Context: an optimization exercise on an open-source flow, tuned for small area. The choices shown serve that exercise and are no tape-out recipe. In this exercise RTL edits were held to simulation tests only and were not proved equivalent to the original. Power figures rest on the tool's default switching activity, not on a simulated workload.

Setup of Q:
==> flow/design.v (excerpt) <==
module ddk_core(
        input   wire  SysClk,
        input   wire  SysRst,
        output  reg   RX1,
        input   wire  DataClk,
        input   wire  DataWe,
        input   wire  [15:0]  DATA,
        input   wire  [5:0]    CH3_IN,
        output  wire  [5:0]    CH3_OUT,
        output  wire  [5:0]    CH3_OE,
        input   wire  [5:0]    CH4_IN,
        output  wire  [5:0]    CH4_OUT,
        output  wire  [5:0]    CH4_OE,
        input   wire  [5:0]    CH5_IN,
        output  wire  [5:0]    CH5_OUT,
        output  wire  [5:0]    CH5_OE,
        input   wire  [5:0]    CH6_IN,
        output  wire  [5:0]    CH6_OUT,
        output  wire  [5:0]    CH6_OE,
        input   wire  [5:0]    CH7_IN,
        output  wire  [5:0]    CH7_OUT,
        output  wire  [5:0]    CH7_OE,
        input   wire  [5:0]    CH8_IN);
export LEC_CHECK = 0
export CAP_MARGIN = 20
export CORE_MARGIN = 2
export CORE_UTILIZATION = 45
export CTS_BUF_LIST = sky130_fd_sc_hd__clkbuf_16
export CTS_CLUSTER_DIAMETER = 100
export CTS_CLUSTER_SIZE = 28
export PLACE_DENSITY = 0.65
export SLEW_MARGIN = 20
create_clock -name core_clock -period 6.0 [get_ports {SysClk}]
standard.sh (not shown) runs the stock make flow with config.mk's settings and CLKGATE_MAP_FILE= SYNTH_SCRIPT=/design/flow/synth_recipe.tcl, a recipe that flattens the netlist after the stock synthesis.
==> flow/flow/run.sh <==
#!/bin/bash
# Standard ORFS layout, with the combinational logic of the standard synthesis re-mapped
# by ABC for area (registers untouched; the smallest of a few ABC scripts is kept) and the
# smallest buffer on the ports.
set -euo pipefail
W=$(pwd)
R=$W/orfs/results/$FLOW_PLATFORM/ddk_core/base
export LIB=$FLOW_HOME/platforms/$FLOW_PLATFORM/lib/sky130_fd_sc_hd__tt_025C_1v80.lib

# 1. standard synthesis
bash standard.sh synth > $W/1_synth_standard.log 2>&1
cp $R/1_2_yosys.v $W/1_2_yosys_standard.v

# 2. area re-mapping of the combinational logic
python3 flow/comb_lib.py $LIB $W/comb.lib > $W/comb_lib.log 2>&1
DU=""
for c in $(sed -n '/DONT_USE_CELLS/,/^$/p' $FLOW_HOME/platforms/$FLOW_PLATFORM/config.mk | grep -o 'sky130_fd_sc_hd__[a-z0-9_]*'); do DU="$DU -dont_use $c"; done
export DONT_USE_ARGS="$DU" COMB_LIB=$W/comb.lib NETLIST_IN=$W/1_2_yosys_standard.v
P="strash;dch;map -a;strash;dch;map -a;strash;&get -n"
SCRIPTS=()
for s in 0 42 7 13 21 77 3 99 5 11 17 29; do
  SCRIPTS+=("$P;&deepsyn -S $s -T 60;&put;dch;map -a")
done
SCRIPTS+=("strash;dch;map -a;strash;dch;map -a")
# run the candidates 4 at a time
for i in "${!SCRIPTS[@]}"; do
  (
    export ABC_SCRIPT="${SCRIPTS[$i]}" NETLIST_OUT=$W/remap_$i.v STAT_OUT=$W/remap_stat_$i.txt
    yosys -c flow/remap.tcl > $W/remap_$i.log 2>&1 || true
  ) &
  if (( i % 4 == 3 )); then wait; fi
done
wait
best=""; best_area=""
for i in "${!SCRIPTS[@]}"; do
  if [[ -s $W/remap_$i.v && -s $W/remap_stat_$i.txt ]]; then
    a=$(grep -i "chip area" $W/remap_stat_$i.txt | grep -o '[0-9.]*$')
    echo "script $i (${SCRIPTS[$i]}): $a" >> $W/remap_choice.log
    if [[ -z "$best" ]] || python3 -c "import sys; sys.exit(0 if $a < $best_area else 1)"; then
      best=$i; best_area=$a
    fi
  fi
done
echo "chosen: $best ($best_area)" >> $W/remap_choice.log
cp $W/remap_$best.v $R/1_2_yosys.v
touch $R/1_2_yosys.v
rm -f $W/comb.lib

# 3. the rest of the standard flow on the re-mapped netlist
export BUFFER_PORTS_ARGS="-buffer_cell sky130_fd_sc_hd__buf_1"
bash standard.sh finish > $W/2_to_6_standard.log 2>&1
Other scripts of this flow, unchanged in this note and not shown: flow/flow/comb_lib.py, flow/flow/remap.tcl
Modified inputs, S compared to Q
-- flow/flow/run.sh --
<<< Q, line 20
SCRIPTS=()
for s in 0 42 7 13 21 77 3 99 5 11 17 29; do
  SCRIPTS+=("$P;&deepsyn -S $s -T 60;&put;dch;map -a")
done
>>> S, line 20
SCRIPTS=()
for s in 0 42 7 13 21 77 3 99; do
  SCRIPTS+=("$P;&deepsyn -S $s -T 150;&put;dch;map -a")
done
- Placer's final routability congestion estimate (S vs. Q) increases by a few percent
- Taking Q as the reference, in S final worst-path setup slack went down by 0.19 ns; synthesis-to-finish area growth was more or less identical.

========
ddk_core again, from the RTL that the note above started with.
clock: 6.0 ns
lec_check: 0
cap_margin: 20
core_margin: 2
core_utilization: 45
cts_buf_list: sky130_fd_sc_hd__clkbuf_16
cts_cluster_diameter: 100
cts_cluster_size: 28
place_density: 0.65
slew_margin: 20
==> flow/flow/run.sh <==
#!/bin/bash
# Standard ORFS layout, with the combinational logic of the standard synthesis re-mapped
# by ABC for area (registers untouched; the smallest of a few seeded ABC runs is kept) and the
# smallest buffer on the ports.
set -euo pipefail
W=$(pwd)
R=$W/orfs/results/$FLOW_PLATFORM/ddk_core/base
export LIB=$FLOW_HOME/platforms/$FLOW_PLATFORM/lib/sky130_fd_sc_hd__tt_025C_1v80.lib

# 1. standard synthesis
bash standard.sh synth > $W/1_synth_standard.log 2>&1
cp $R/1_2_yosys.v $W/1_2_yosys_standard.v

# 2. area re-mapping of the combinational logic
python3 flow/comb_lib.py $LIB $W/comb.lib > $W/comb_lib.log 2>&1
DU=""
for c in $(sed -n '/DONT_USE_CELLS/,/^$/p' $FLOW_HOME/platforms/$FLOW_PLATFORM/config.mk | grep -o 'sky130_fd_sc_hd__[a-z0-9_]*'); do DU="$DU -dont_use $c"; done
export DONT_USE_ARGS="$DU" COMB_LIB=$W/comb.lib NETLIST_IN=$W/1_2_yosys_standard.v
P="strash;dch;map -a;strash;dch;map -a;strash;&get -n"
SCRIPTS=()
for s in 0 42 7 13 21 77 3 99; do
  SCRIPTS+=("$P;&deepsyn -S $s -T 60;&put;dch;map -a;strash;&get -n;&deepsyn -S $s -T 60;&put;dch;map -a")
done
SCRIPTS+=("strash;dch;map -a;strash;dch;map -a")
# run the candidates 4 at a time
for i in "${!SCRIPTS[@]}"; do
  (
    export ABC_SCRIPT="${SCRIPTS[$i]}" NETLIST_OUT=$W/remap_$i.v STAT_OUT=$W/remap_stat_$i.txt
    yosys -c flow/remap.tcl > $W/remap_$i.log 2>&1 || true
  ) &
  if (( i % 4 == 3 )); then wait; fi
done
wait
best=""; best_area=""
for i in "${!SCRIPTS[@]}"; do
  if [[ -s $W/remap_$i.v && -s $W/remap_stat_$i.txt ]]; then
    a=$(grep -i "chip area" $W/remap_stat_$i.txt | grep -o '[0-9.]*$')
    echo "script $i (${SCRIPTS[$i]}): $a" >> $W/remap_choice.log
    if [[ -z "$best" ]] || python3 -c "import sys; sys.exit(0 if $a < $best_area else 1)"; then
      best=$i; best_area=$a
    fi
  fi
done
echo "chosen: $best ($best_area)" >> $W/remap_choice.log
cp $W/remap_$best.v $R/1_2_yosys.v
touch $R/1_2_yosys.v
rm -f $W/comb.lib

# 3. the rest of the standard flow on the re-mapped netlist
export BUFFER_PORTS_ARGS="-buffer_cell sky130_fd_sc_hd__buf_1"
bash standard.sh finish > $W/2_to_6_standard.log 2>&1
Other scripts of this flow, unchanged in this note and not shown: flow/flow/comb_lib.py, flow/flow/remap.tcl
Rerun with:
--- a/flow/flow/run.sh
+++ b/flow/flow/run.sh
@@ -3 +3 @@
-# by ABC for area (registers untouched; the smallest of a few seeded ABC runs is kept) and the
+# by ABC for area (registers untouched; the smallest of a few ABC scripts is kept) and the
Outcome: Maximum frequency is unchanged; clock skew does not change; clock-buffer cell count stays the same; routed wire length stays the same; power does not change; synthesized area stays the same; sequential power barely changes; utilization does not change; worst setup slack is unchanged; synthesized cell count is unchanged.
Rerun with:
--- a/flow/flow/run.sh
+++ b/flow/flow/run.sh
@@ -21,2 +21,2 @@
-for s in 0 42 7 13 21 77 3 99; do
-  SCRIPTS+=("$P;&deepsyn -S $s -T 60;&put;dch;map -a;strash;&get -n;&deepsyn -S $s -T 60;&put;dch;map -a")
+for s in 0 42 7 13 21 77 3 99 5 11 17 29; do
+  SCRIPTS+=("$P;&deepsyn -S $s -T 60;&put;dch;map -a")
Settings changed: CORE_UTILIZATION 45 to 40, PLACE_DENSITY 0.65 to 0.6.
Effect:
- synthesized area stays flat
- first-iteration DRC count grows by about 6%
- setup slack degrades by 0.053 ns
- die area grows by 12%
- synthesized cell count is about the same
- total power shrinks by 1.0%
- via count barely changes
- maximum frequency shrinks by 1.1%
- sequential share of layout area shrinks by 0.54 points
- design area grows by about 0.8%
Rerun with:
--- a/flow/flow/run.sh
+++ b/flow/flow/run.sh
@@ -21 +21 @@
-for s in 0 42 7 13 21 77 3 99 5 11 17 29; do
+for s in 0 42 7 13 21 77 3 99 5 11 17 29 31 55 63 88 2 9 37 71; do
Settings changed: CORE_UTILIZATION 40 to 45, PLACE_DENSITY 0.6 to 0.65.
What happened: Area after synthesis is unchanged; clock power barely changes; routed wire length fell slightly; hold slack loses 0.0058 ns; total power hardly moves; setup slack loses 0.029 ns; flip-flop and latch count does not change; final area fell slightly; fmax fell slightly; core utilization rose by 5.4 points; critical path depth fell by 35.

what the ideal ports hide:
Ports are ideal in the flow. The routed layouts listed here were re-timed in OpenROAD. Step 1 assumes that a clkbuf_16 drives the clock port and a buf_2 every other input. Step 2 adds t to the input delays and takes it off the output delays; t is the mean of the earliest and latest rising clock arrival at the registers after step 1. Input paths then give back, and output paths get back, about the clock's delay inside the block. a / b / c = no drivers / after step 1 / after step 2; a / b = the first two.
run | t, ns | setup slack, ns | worst hold slack (ns) | worst setup path at the end | worst data-port slew with drivers (ns)
Q | 0.690 | 1.304 / 1.311 / 0.621 | 0.323 / 0.323 / 0.323 | input to register | 0.10
S | 0.683 | 1.110 / 1.110 / 1.021 | 0.324 / 0.324 / 0.324 | input to register | 0.06
the first run of note 2 | 0.677 | 1.386 / 1.386 / 1.159 | 0.300 / 0.300 / 0.300 | input to register | 0.10
the second run of note 2 | 0.677 | 1.386 / 1.386 / 1.159 | 0.300 / 0.300 / 0.300 | input to register | 0.10
the third run of note 2 | 0.695 | 1.333 / 1.333 / 1.333 | 0.328 / 0.328 / 0.328 | register to register | 0.11
the fourth run of note 2 | 0.690 | 1.304 / 1.311 / 0.621 | 0.323 / 0.323 / 0.323 | input to register | 0.10
After both steps every run listed still meets setup and hold.
